This design comes from an exercise in tuning for small area and a short achievable clock period on the open sky130 flow, not from production work. In this exercise RTL edits were held to simulation tests only and were not proved equivalent to the original.

==> flow/design.v <==
module dsp_trader (
    input  wire        clk,
    input  wire        rst,
    input  wire [15:0] price_in,
    input  wire        price_valid,
    output wire [31:0] trade_word,
    output reg         trade_valid
);
    reg [31:0] ema_short;
    reg [31:0] ema_long;
    reg [7:0]  cnt;
    reg        p_ge;
    reg        p_le;
    reg [15:0] last_price;
    wire signed [32:0] price_q    = $signed({1'b0, price_in, 16'd0});
    wire signed [32:0] err_short  = price_q - $signed({1'b0, ema_short});
    wire signed [32:0] err_long   = price_q - $signed({1'b0, ema_long});
    wire signed [32:0] step_short = err_short >>> 3;
    wire signed [32:0] step_long  = err_long  >>> 6;
    wire        [31:0] next_short = ema_short + step_short[31:0];
    wire        [31:0] next_long  = ema_long  + step_long[31:0];
    wire first   = (cnt == 8'd0);
    wire trading = (cnt >= 8'd200);
    wire d_valid = (cnt == 8'd201);
    wire [32:0] diff_sl = {1'b0, ema_short} - {1'b0, ema_long} - 33'd65536;
    wire [32:0] diff_ls = {1'b0, ema_long} - {1'b0, ema_short} - 33'd65536;
    wire d_ge = d_valid & ~diff_sl[32];
    wire d_le = d_valid & ~diff_ls[32];
    always @(posedge clk) begin
        if (price_valid) begin
            ema_short <= first ? {price_in, 16'd0} : next_short;
            ema_long  <= first ? {price_in, 16'd0} : next_long;
        end
        if (price_valid && trading) begin
            p_ge <= d_ge;
            p_le <= d_le;
        end
        last_price <= price_in;
    end
    always @(posedge clk) begin
        if (rst) begin
            cnt         <= 8'd0;
            trade_valid <= 1'b0;
        end else begin
            trade_valid <= price_valid & trading & ((~p_ge & d_ge) | (~p_le & d_le));
            if (price_valid && cnt != 8'd201)
                cnt <= cnt + 8'd1;
        end
    end
    assign trade_word = {p_ge, 15'd50, last_price};
endmodule
export LEC_CHECK = 0
export CAP_MARGIN = 20
export CORE_MARGIN = 2
export CORE_UTILIZATION = 40
export SLEW_MARGIN = 20
create_clock -name core_clock -period 7.5 [get_ports {clk}]
run.sh (not shown) runs the stock make flow with config.mk's settings and CLKGATE_MAP_FILE= SYNTH_SCRIPT=/design/flow/synth_recipe.tcl, a recipe that flattens the netlist after the stock synthesis.
Edit:
--- a/flow/design.v
+++ b/flow/design.v
@@ -12,13 +12,10 @@
     reg        p_ge;
     reg        p_le;
     reg [15:0] last_price;
-    wire signed [32:0] price_q    = $signed({1'b0, price_in, 16'd0});
-    wire signed [32:0] err_short  = price_q - $signed({1'b0, ema_short});
-    wire signed [32:0] err_long   = price_q - $signed({1'b0, ema_long});
-    wire signed [32:0] step_short = err_short >>> 3;
-    wire signed [32:0] step_long  = err_long  >>> 6;
-    wire        [31:0] next_short = ema_short + step_short[31:0];
-    wire        [31:0] next_long  = ema_long  + step_long[31:0];
+    wire [34:0] sum_short = {ema_short, 3'b0} + {3'b0, price_in, 16'd0} - {3'b0, ema_short};
+    wire [37:0] sum_long  = {ema_long,  6'b0} + {6'b0, price_in, 16'd0} - {6'b0, ema_long};
+    wire [31:0] next_short = sum_short[34:3];
+    wire [31:0] next_long  = sum_long[37:6];
     wire first   = (cnt == 8'd0);
     wire trading = (cnt >= 8'd200);
     wire d_valid = (cnt == 8'd201);
Setup slack gets better by 0.85 ns.
Routed wire length came out lower by 16%.
Global-route usage came out lower by 1.3 points.
Area after synthesis came out lower by 8.9%.
Count of clock-buffer cells in the layout is unchanged.
Via count shrinks by 17%.
Die area came out lower by 8.7%.
Sequential cell count stays the same.

--- another note on this design; it stands on its own ---

## 08-07
Design dsp_trader, start of the top module:
module dsp_trader (
    input  wire        clk,
    input  wire        rst,
    input  wire [15:0] price_in,
    input  wire        price_valid,
    output wire [31:0] trade_word,
    output reg         trade_valid
);
==> flow/config.mk <==
export PLATFORM = sky130hd
export DESIGN_NAME = dsp_trader
export DESIGN_NICKNAME = dsp_trader
export VERILOG_FILES = /design/flow/design.v
export SDC_FILE = /design/flow/constraint.sdc
export NUM_CORES = 4
export LEC_CHECK = 0
export CAP_MARGIN = 20
export CORE_MARGIN = 2
export CORE_UTILIZATION = 40
export CTS_BUF_LIST = sky130_fd_sc_hd__clkbuf_4 sky130_fd_sc_hd__clkbuf_8
export SETUP_SLACK_MARGIN = 3.7
export SLEW_MARGIN = 20
==> flow/constraint.sdc <==
create_clock -name core_clock -period 7.5 [get_ports {clk}]
set_input_delay 1.5000 -clock core_clock [delete_from_list [all_inputs] [get_ports {clk}]]
set_output_delay 1.5000 -clock core_clock [all_outputs]
set_load 0.01 [all_outputs]
standard.sh (not shown) runs the stock make flow with config.mk's settings and CLKGATE_MAP_FILE= SYNTH_SCRIPT=/design/flow/synth_recipe.tcl, a recipe that flattens the netlist after the stock synthesis.
==> flow/flow/run.sh <==
#!/bin/bash
# The standard layout with three changes:
#  - synthesis maps logic with a shorter ABC script (one &dch + &nf mapping pass and
#    gate sizing) instead of ORFS's five-round speed script; the ORFS scripts are copied
#    into this work folder and only abc_speed.script is replaced;
#  - the half-adder cells (ha_*) are added to the don't-use list, so Yosys extracts only
#    full adders and ABC maps the rest of the adders' logic itself; every register is as
#    in the standard synthesis;
#  - the port buffers are buf_1 cells instead of the default choice (a slow delay-buffer
#    cell that resizing may not swap out).
set -euo pipefail
here=$PWD
rm -rf "$here/orfs_scripts"
cp -r "$FLOW_HOME/scripts" "$here/orfs_scripts"
cp "$here/flow/abc_speed.script" "$here/orfs_scripts/abc_speed.script"
# the platform's own don't-use list, plus the half adders
dont_use=$(sed -n '/^export DONT_USE_CELLS += /,/^#/p' "$FLOW_HOME/platforms/sky130hd/config.mk" \
  | grep -o 'sky130_fd_sc_hd__[a-z0-9_]*' | tr '\n' ' ')
dont_use="$dont_use sky130_fd_sc_hd__ha_1 sky130_fd_sc_hd__ha_2 sky130_fd_sc_hd__ha_4"
echo "DONT_USE_CELLS=$dont_use" > dont_use.log
bash standard.sh "SCRIPTS_DIR=$here/orfs_scripts" "DONT_USE_CELLS=$dont_use" \
  'BUFFER_PORTS_ARGS=-buffer_cell sky130_fd_sc_hd__buf_1' finish > standard_flow.log 2>&1
==> flow/flow/abc_speed.script <==
&get -n
&st
&dch
&nf
&put
buffer -c
topo
stime -c
upsize -c
dnsize -c
For 11-02, these inputs were changed with respect to 08-07:
- SETUP_SLACK_MARGIN: 3.7 -> 3.5
==> flow/flow/run.sh <==
#!/bin/bash
# The standard layout, with the port buffers made of buf_1 cells instead of the
# default choice (a slow delay-buffer cell that resizing may not swap out).
set -euo pipefail
bash standard.sh 'BUFFER_PORTS_ARGS=-buffer_cell sky130_fd_sc_hd__buf_1' finish > standard_flow.log 2>&1
removed: flow/flow/abc_speed.script
Findings:
In 11-02, critical path depth is higher than in 08-07.
In the reports for 08-07 and 11-02, the larger pin count of the biggest net entering global routing belongs to 11-02.
Going from 08-07 to 11-02, the synthesized cell count was found to have gone up by about 1.6%.
Effective utilization at floorplan is lower on 08-07
Cmp 11-02 vs 08-07: xor and xnor fraction of the mapped netlist area lower in 11-02
Layer carrying the most global-route usage = met2: 08-07; layer carrying the most global-route usage = met1: 11-02
08-07 → 11-02: placed standard-cell area rose by 7.3%, met3 layer usage reported by global route fell by 0.20 points.

-- re-timing with driven ports --
How much do the figures lean on ideal ports? The routed layouts below were timed once more, with nothing changed but the port constraints.
Step 1 sets driving cells, clkbuf_16 on the clock port and buf_2 on the other inputs (assumed; they add their load-dependent delay and slew).
Step 2 times the ports against the registers' clock, not the clock port: input delays grow and output delays shrink by t, the midpoint of the rising clock arrivals with the driver on.
Slacks: ideal ports / drivers / drivers and shift; pairs: ideal ports / drivers.
run | shift t [ns] | slack for setup (ns) | worst setup path after step 2 | worst register clock-pin slew, ns | worst slew at a driven data input, ns
the first run of note 1 | 0.402 | 1.686 / 1.711 / 1.309 | input to register | 0.08 / 0.08 | 0.03
the second run of note 1 | 0.400 | 2.532 / 2.556 / 2.157 | input to register | 0.07 / 0.07 | 0.04
08-07 | 0.428 | 3.777 / 3.793 / 3.365 | input to register | 0.11 / 0.11 | 0.04
11-02 | 0.428 | 3.570 / 3.555 / 3.127 | input to register | 0.10 / 0.10 | 0.06
After both steps every run listed still meets setup and hold. For 11-02, which loses most, drivers alone change the setup slack by -0.015 ns; drivers and shift together by -0.443 ns.
